From an optimization exercise on the open Yosys and OpenROAD flow, aimed at small area, a short achievable clock period and few clock cycles per item; shortcuts taken in it are not production practice. At most, simulation tests tie the RTL to the original design; equivalence was not proved. Power figures rest on the tool's default switching activity, not on a simulated workload.

==> trial 28: inputs <==
## fir
module fir (
    input  wire        ap_clk,
    input  wire        ap_rst,
    input  wire        ap_start,
    output wire        ap_done,
    output wire        ap_idle,
    output wire        ap_ready,
    output wire [31:0] y,
    output wire        y_ap_vld,
    output wire [3:0]  c_address0,
    output wire        c_ce0,
    input  wire [31:0] c_q0,
    input  wire [31:0] x
);
reg  [3:0]  cnt;       
reg  [3:0]  ph;        
reg  [3:0]  nvalid;    
reg         done_q;
reg         clr;       
reg  [31:0] ring [0:9];
reg  [31:0] c_reg;
reg  [15:0] bone, btwo, bneg;
reg  [31:0] acc_s, acc_c;
wire busy_rd = (cnt <= 4'd10);
wire ld_ring = (cnt >= 4'd1) && (cnt <= 4'd10);
assign ap_idle    = ~ap_start;
assign ap_done    = done_q;
assign ap_ready   = done_q;
assign y_ap_vld   = done_q;
assign c_ce0      = ap_start & busy_rd;
assign c_address0 = (cnt == 4'd10) ? 4'd0 : ((ph == 4'd9) ? 4'd1 : ph + 4'd2);
always @(posedge ap_clk) begin
    if (ap_rst) begin
        cnt    <= 4'd0;
        done_q <= 1'b0;
        clr    <= 1'b0;
        ph     <= 4'd0;
        nvalid <= 4'd0;
    end else begin
        if (cnt == 4'd0)
            cnt <= {3'd0, ap_start};
        else if (cnt == 4'd13)
            cnt <= 4'd0;
        else
            cnt <= cnt + 4'd1;
        done_q <= (cnt == 4'd12);
        clr    <= (cnt == 4'd1);
        if (done_q) begin
            ph <= (ph >= 4'd8) ? ph - 4'd8 : ph + 4'd2;
            if (nvalid != 4'd10)
                nvalid <= nvalid + 4'd1;
        end else begin
            ph <= (ph == 4'd9) ? 4'd0 : ph + 4'd1;
        end
    end
end
integer r;
always @(posedge ap_clk) begin
    for (r = 0; r < 9; r = r + 1)
        ring[r] <= ring[r + 1];
    ring[9] <= (ld_ring && ph == 4'd9) ? x : ring[0];
end
wire [31:0] dsel = (cnt == 4'd11) ? x : ((ph < nvalid) ? ring[0] : 32'd0);
wire [32:0] dx   = {dsel, 1'b0};
integer g;
always @(posedge ap_clk) begin
  ...
export LEC_CHECK = 0
export ABC_CLOCK_PERIOD_IN_PS = 3500
export CAP_MARGIN = 20
export CORE_MARGIN = 2
export CORE_UTILIZATION = 55
export PLACE_DENSITY = 0.65
export SETUP_SLACK_MARGIN = 4.8
export SLEW_MARGIN = 20
create_clock -name core_clock -period 8.5 [get_ports {ap_clk}]
run.sh (not shown) runs the stock make flow with config.mk's settings and CLKGATE_MAP_FILE= SYNTH_SCRIPT=/design/flow/synth_recipe.tcl, a recipe that flattens the netlist after the stock synthesis.
==> inputs of build 90, as changes to trial 28 <==
--- a/flow/design.v
+++ b/flow/design.v
@@ -17,37 +17,39 @@
 reg  [3:0]  nvalid;    
 reg         done_q;
 reg         clr;       
 reg  [31:0] ring [0:9];
 reg  [31:0] c_reg;
 reg  [15:0] bone, btwo, bneg;
 reg  [31:0] acc_s, acc_c;
+reg  [31:0] y_q;
 wire busy_rd = (cnt <= 4'd10);
 wire ld_ring = (cnt >= 4'd1) && (cnt <= 4'd10);
 assign ap_idle    = ~ap_start;
 assign ap_done    = done_q;
 assign ap_ready   = done_q;
 assign y_ap_vld   = done_q;
+assign y          = y_q;
 assign c_ce0      = ap_start & busy_rd;
 assign c_address0 = (cnt == 4'd10) ? 4'd0 : ((ph == 4'd9) ? 4'd1 : ph + 4'd2);
 always @(posedge ap_clk) begin
     if (ap_rst) begin
         cnt    <= 4'd0;
         done_q <= 1'b0;
         clr    <= 1'b0;
         ph     <= 4'd0;
         nvalid <= 4'd0;
     end else begin
         if (cnt == 4'd0)
             cnt <= {3'd0, ap_start};
-        else if (cnt == 4'd13)
+        else if (cnt == 4'd14)
             cnt <= 4'd0;
         else
             cnt <= cnt + 4'd1;
-        done_q <= (cnt == 4'd12);
+        done_q <= (cnt == 4'd13);
         clr    <= (cnt == 4'd1);
         if (done_q) begin
             ph <= (ph >= 4'd8) ? ph - 4'd8 : ph + 4'd2;
             if (nvalid != 4'd10)
                 nvalid <= nvalid + 4'd1;
         end else begin
             ph <= (ph == 4'd9) ? 4'd0 : ph + 4'd1;
@@ -631,25 +633,13 @@
 wire s_540 = c_502 ^ c_504;
 wire s_541 = s_539 ^ s_540;
 wire s_542 = c_506 ^ s_541;
 wire s_543 = c_508 ^ s_542;
 wire s_544 = s_543 ^ c_510;
 wire [31:0] nxt_s = {s_544, c_480, c_450, c_420, c_392, c_364, c_338, c_312, c_288, c_264, c_242, c_220, c_200, c_180, c_162, c_144, c_128, c_112, c_98, c_84, c_72, c_60, c_50, c_40, c_32, c_24, c_18, c_12, c_8, c_4, c_2, pp0[0]};
 wire [31:0] nxt_c = {c_512, s_511, s_479, s_449, s_419, s_391, s_363, s_337, s_311, s_287, s_263, s_241, s_219, s_199, s_179, s_161, s_143, s_127, s_111, s_97, s_83, s_71, s_59, s_49, s_39, s_31, s_23, s_17, s_11, s_7, s_3, s_1};
-wire [31:0] kg0 = acc_s & acc_c;
-wire [31:0] kp0 = acc_s ^ acc_c;
-wire [31:0] kg1 = kg0 | (kp0 & {kg0[30:0], 1'b0});
-wire [31:0] kp1 = kp0 & {kp0[30:0], 1'b0};
-wire [31:0] kg2 = kg1 | (kp1 & {kg1[29:0], 2'b0});
-wire [31:0] kp2 = kp1 & {kp1[29:0], 2'b0};
-wire [31:0] kg3 = kg2 | (kp2 & {kg2[27:0], 4'b0});
-wire [31:0] kp3 = kp2 & {kp2[27:0], 4'b0};
-wire [31:0] kg4 = kg3 | (kp3 & {kg3[23:0], 8'b0});
-wire [31:0] kp4 = kp3 & {kp3[23:0], 8'b0};
-wire [31:0] kg5 = kg4 | (kp4 & {kg4[15:0], 16'b0});
-wire [31:0] kp5 = kp4 & {kp4[15:0], 16'b0};
-assign y = kp0 ^ {kg5[30:0], 1'b0};
 always @(posedge ap_clk) begin
     acc_s <= nxt_s;
     acc_c <= nxt_c;
+    y_q   <= acc_s + acc_c;
 end
 endmodule
==> flow/config.mk (replaced) <==
export PLATFORM = sky130hd
export DESIGN_NAME = fir
export DESIGN_NICKNAME = fir
export VERILOG_FILES = /design/flow/design.v
export SDC_FILE = /design/flow/constraint.sdc
export NUM_CORES = 4
export LEC_CHECK = 0
export CAP_MARGIN = 20
export CORE_MARGIN = 2
export CORE_UTILIZATION = 60
export PLACE_DENSITY = 0.7
export SETUP_SLACK_MARGIN = 4.7
export SLEW_MARGIN = 20
==> inputs of build 72, as changes to trial 28 <==
--- a/flow/design.v
+++ b/flow/design.v
@@ -17,37 +17,39 @@
 reg  [3:0]  nvalid;    
 reg         done_q;
 reg         clr;       
 reg  [31:0] ring [0:9];
 reg  [31:0] c_reg;
 reg  [15:0] bone, btwo, bneg;
 reg  [31:0] acc_s, acc_c;
+reg  [31:0] y_q;
 wire busy_rd = (cnt <= 4'd10);
 wire ld_ring = (cnt >= 4'd1) && (cnt <= 4'd10);
 assign ap_idle    = ~ap_start;
 assign ap_done    = done_q;
 assign ap_ready   = done_q;
 assign y_ap_vld   = done_q;
+assign y          = y_q;
 assign c_ce0      = ap_start & busy_rd;
 assign c_address0 = (cnt == 4'd10) ? 4'd0 : ((ph == 4'd9) ? 4'd1 : ph + 4'd2);
 always @(posedge ap_clk) begin
     if (ap_rst) begin
         cnt    <= 4'd0;
         done_q <= 1'b0;
         clr    <= 1'b0;
         ph     <= 4'd0;
         nvalid <= 4'd0;
     end else begin
         if (cnt == 4'd0)
             cnt <= {3'd0, ap_start};
-        else if (cnt == 4'd13)
+        else if (cnt == 4'd14)
             cnt <= 4'd0;
         else
             cnt <= cnt + 4'd1;
-        done_q <= (cnt == 4'd12);
+        done_q <= (cnt == 4'd13);
         clr    <= (cnt == 4'd1);
         if (done_q) begin
             ph <= (ph >= 4'd8) ? ph - 4'd8 : ph + 4'd2;
             if (nvalid != 4'd10)
                 nvalid <= nvalid + 4'd1;
         end else begin
             ph <= (ph == 4'd9) ? 4'd0 : ph + 4'd1;
@@ -631,25 +633,13 @@
 wire s_540 = c_502 ^ c_504;
 wire s_541 = s_539 ^ s_540;
 wire s_542 = c_506 ^ s_541;
 wire s_543 = c_508 ^ s_542;
 wire s_544 = s_543 ^ c_510;
 wire [31:0] nxt_s = {s_544, c_480, c_450, c_420, c_392, c_364, c_338, c_312, c_288, c_264, c_242, c_220, c_200, c_180, c_162, c_144, c_128, c_112, c_98, c_84, c_72, c_60, c_50, c_40, c_32, c_24, c_18, c_12, c_8, c_4, c_2, pp0[0]};
 wire [31:0] nxt_c = {c_512, s_511, s_479, s_449, s_419, s_391, s_363, s_337, s_311, s_287, s_263, s_241, s_219, s_199, s_179, s_161, s_143, s_127, s_111, s_97, s_83, s_71, s_59, s_49, s_39, s_31, s_23, s_17, s_11, s_7, s_3, s_1};
-wire [31:0] kg0 = acc_s & acc_c;
-wire [31:0] kp0 = acc_s ^ acc_c;
-wire [31:0] kg1 = kg0 | (kp0 & {kg0[30:0], 1'b0});
-wire [31:0] kp1 = kp0 & {kp0[30:0], 1'b0};
-wire [31:0] kg2 = kg1 | (kp1 & {kg1[29:0], 2'b0});
-wire [31:0] kp2 = kp1 & {kp1[29:0], 2'b0};
-wire [31:0] kg3 = kg2 | (kp2 & {kg2[27:0], 4'b0});
-wire [31:0] kp3 = kp2 & {kp2[27:0], 4'b0};
-wire [31:0] kg4 = kg3 | (kp3 & {kg3[23:0], 8'b0});
-wire [31:0] kp4 = kp3 & {kp3[23:0], 8'b0};
-wire [31:0] kg5 = kg4 | (kp4 & {kg4[15:0], 16'b0});
-wire [31:0] kp5 = kp4 & {kp4[15:0], 16'b0};
-assign y = kp0 ^ {kg5[30:0], 1'b0};
 always @(posedge ap_clk) begin
     acc_s <= nxt_s;
     acc_c <= nxt_c;
+    y_q   <= acc_s + acc_c;
 end
 endmodule
==> flow/config.mk (replaced) <==
export PLATFORM = sky130hd
export DESIGN_NAME = fir
export DESIGN_NICKNAME = fir
export VERILOG_FILES = /design/flow/design.v
export SDC_FILE = /design/flow/constraint.sdc
export NUM_CORES = 4
export LEC_CHECK = 0
export CAP_MARGIN = 20
export CORE_MARGIN = 2
export CORE_UTILIZATION = 60
export PLACE_DENSITY = 0.7
export SETUP_SLACK_MARGIN = 4.3
export SLEW_MARGIN = 20
==> inputs of trial 23, as changes to trial 28 <==
--- a/flow/design.v
+++ b/flow/design.v
@@ -17,37 +17,39 @@
 reg  [3:0]  nvalid;    
 reg         done_q;
 reg         clr;       
 reg  [31:0] ring [0:9];
 reg  [31:0] c_reg;
 reg  [15:0] bone, btwo, bneg;
 reg  [31:0] acc_s, acc_c;
+reg  [31:0] y_q;
 wire busy_rd = (cnt <= 4'd10);
 wire ld_ring = (cnt >= 4'd1) && (cnt <= 4'd10);
 assign ap_idle    = ~ap_start;
 assign ap_done    = done_q;
 assign ap_ready   = done_q;
 assign y_ap_vld   = done_q;
+assign y          = y_q;
 assign c_ce0      = ap_start & busy_rd;
 assign c_address0 = (cnt == 4'd10) ? 4'd0 : ((ph == 4'd9) ? 4'd1 : ph + 4'd2);
 always @(posedge ap_clk) begin
     if (ap_rst) begin
         cnt    <= 4'd0;
         done_q <= 1'b0;
         clr    <= 1'b0;
         ph     <= 4'd0;
         nvalid <= 4'd0;
     end else begin
         if (cnt == 4'd0)
             cnt <= {3'd0, ap_start};
-        else if (cnt == 4'd13)
+        else if (cnt == 4'd14)
             cnt <= 4'd0;
         else
             cnt <= cnt + 4'd1;
-        done_q <= (cnt == 4'd12);
+        done_q <= (cnt == 4'd13);
         clr    <= (cnt == 4'd1);
         if (done_q) begin
             ph <= (ph >= 4'd8) ? ph - 4'd8 : ph + 4'd2;
             if (nvalid != 4'd10)
                 nvalid <= nvalid + 4'd1;
         end else begin
             ph <= (ph == 4'd9) ? 4'd0 : ph + 4'd1;
@@ -631,25 +633,13 @@
 wire s_540 = c_502 ^ c_504;
 wire s_541 = s_539 ^ s_540;
 wire s_542 = c_506 ^ s_541;
 wire s_543 = c_508 ^ s_542;
 wire s_544 = s_543 ^ c_510;
 wire [31:0] nxt_s = {s_544, c_480, c_450, c_420, c_392, c_364, c_338, c_312, c_288, c_264, c_242, c_220, c_200, c_180, c_162, c_144, c_128, c_112, c_98, c_84, c_72, c_60, c_50, c_40, c_32, c_24, c_18, c_12, c_8, c_4, c_2, pp0[0]};
 wire [31:0] nxt_c = {c_512, s_511, s_479, s_449, s_419, s_391, s_363, s_337, s_311, s_287, s_263, s_241, s_219, s_199, s_179, s_161, s_143, s_127, s_111, s_97, s_83, s_71, s_59, s_49, s_39, s_31, s_23, s_17, s_11, s_7, s_3, s_1};
-wire [31:0] kg0 = acc_s & acc_c;
-wire [31:0] kp0 = acc_s ^ acc_c;
-wire [31:0] kg1 = kg0 | (kp0 & {kg0[30:0], 1'b0});
-wire [31:0] kp1 = kp0 & {kp0[30:0], 1'b0};
-wire [31:0] kg2 = kg1 | (kp1 & {kg1[29:0], 2'b0});
-wire [31:0] kp2 = kp1 & {kp1[29:0], 2'b0};
-wire [31:0] kg3 = kg2 | (kp2 & {kg2[27:0], 4'b0});
-wire [31:0] kp3 = kp2 & {kp2[27:0], 4'b0};
-wire [31:0] kg4 = kg3 | (kp3 & {kg3[23:0], 8'b0});
-wire [31:0] kp4 = kp3 & {kp3[23:0], 8'b0};
-wire [31:0] kg5 = kg4 | (kp4 & {kg4[15:0], 16'b0});
-wire [31:0] kp5 = kp4 & {kp4[15:0], 16'b0};
-assign y = kp0 ^ {kg5[30:0], 1'b0};
 always @(posedge ap_clk) begin
     acc_s <= nxt_s;
     acc_c <= nxt_c;
+    y_q   <= acc_s + acc_c;
 end
 endmodule
==> flow/config.mk (replaced) <==
export PLATFORM = sky130hd
export DESIGN_NAME = fir
export DESIGN_NICKNAME = fir
export VERILOG_FILES = /design/flow/design.v
export SDC_FILE = /design/flow/constraint.sdc
export NUM_CORES = 4
export LEC_CHECK = 0
export CAP_MARGIN = 20
export CORE_MARGIN = 2
export CORE_UTILIZATION = 60
export CTS_BUF_LIST = sky130_fd_sc_hd__clkbuf_16
export CTS_CLUSTER_DIAMETER = 80
export CTS_CLUSTER_SIZE = 24
export PLACE_DENSITY = 0.7
export SETUP_SLACK_MARGIN = 4.7
export SLEW_MARGIN = 20
==> summary of the runs <==
- The lowest global-route usage belongs to build 72, the highest to build 90.
- Against build 72, the die area of trial 28 is larger by about 6%.
- Between trial 23 and trial 28, the lower worst setup slack is in trial 28 (gap 0.99 ns).
- Clock-buffer cell count is the same in build 90 and trial 28.
- Core utilization: build 90 > trial 28 > trial 23 > build 72.
- Against trial 28, the total power of build 90 is higher by 6.5%.
- Against build 90, the clock skew of trial 23 is lower by 0.024 ns.
==> figures <==
| item | trial 28 | trial 23 | build 72 | build 90 |
|---|---|---|---|---|
| Outcome | timing/DRC/antenna clean | timing/DRC/antenna clean | timing/DRC/antenna clean | timing/DRC/antenna clean |
| Antenna violations before repair | 1 | 2 | 0 | 3 |
| Area share of the largest cell type after synthesis | 39.50% | 40.93% | 40.93% | 40.93% |
| Power per Cell Area | 178.2 mW/mm2 | 170.8 mW/mm2 | 201.3 mW/mm2 | 194.9 mW/mm2 |
| Largest fanout of any net on the critical path | 5 | 19 | 17 | 6 |
| Cell repeated most along the worst path | sky130_fd_sc_hd__a21o_1 | sky130_fd_sc_hd__xnor2_1 | sky130_fd_sc_hd__fa_1 | - |
| Wire length of the first global-routing pass | 100,700 um | 97,680 um | 97,410 um | 99,770 um |
| Flip-flop and latch count after synthesis | 478 | 510 | 510 | 510 |
| Final instance count without filler cells | 2,949 | 2,792 | 2,808 | 2,846 |
| Post-route cell area | 0.03078 mm2 | 0.02895 mm2 | 0.02853 mm2 | 0.02997 mm2 |
| Clock skew | 0.02633 ns | 0.02834 ns | 0.02010 ns | 0.05276 ns |
| Register cell area after layout | 0.009742 mm2 | 0.01036 mm2 | 0.01032 mm2 | 0.01036 mm2 |
| Crit Reg-Reg Endpoint | acc_c[26]$_DFF_P_ | acc_s[31]$_DFF_P_ | acc_s[31]$_DFF_P_ | acc_s[31]$_DFF_P_ |
| Sequential share of cell area | 31.65% | 35.80% | 36.17% | 34.58% |
| CP max stage delay | 0.42 ns | 0.52 ns | 0.62 ns | 0.45 ns |
Testbench counts of build 90, summed over its fixed seeds: cycles 24,000, items 1,600.
Testbench counts of build 72, summed over its fixed seeds: cycles 24,000, items 1,600.
Testbench counts of trial 23, summed over its fixed seeds: cycles 24,000, items 1,600.
No functional check of the RTL was part of trial 28.

==> separate check: timing with driven ports <==
Ports are ideal in the flow. The routed layouts listed here were re-timed in OpenROAD. Step 1 sets driving cells, clkbuf_16 on the clock port and buf_2 on the other inputs (assumed; they add their load-dependent delay and slew). Step 2 adds t to the input delays and takes it off the output delays; t is the mean of the earliest and latest rising clock arrival at the registers after step 1. Input paths then give back, and output paths get back, about the clock's delay inside the block. a / b / c = ideal ports / drivers / drivers and shift; a / b = the first two.
run | t (ns) | setup slack, ns | pins driven straight from the clock port
trial 28 | 0.620 | 3.586 / 3.530 / 4.150 | 1
build 90 | 0.637 | 4.587 / 4.587 / 4.587 | 1
build 72 | 0.644 | 4.278 / 4.278 / 4.278 | 1
trial 23 | 0.667 | 4.573 / 4.573 / 4.573 | 1
After both steps every run listed still meets setup and hold.
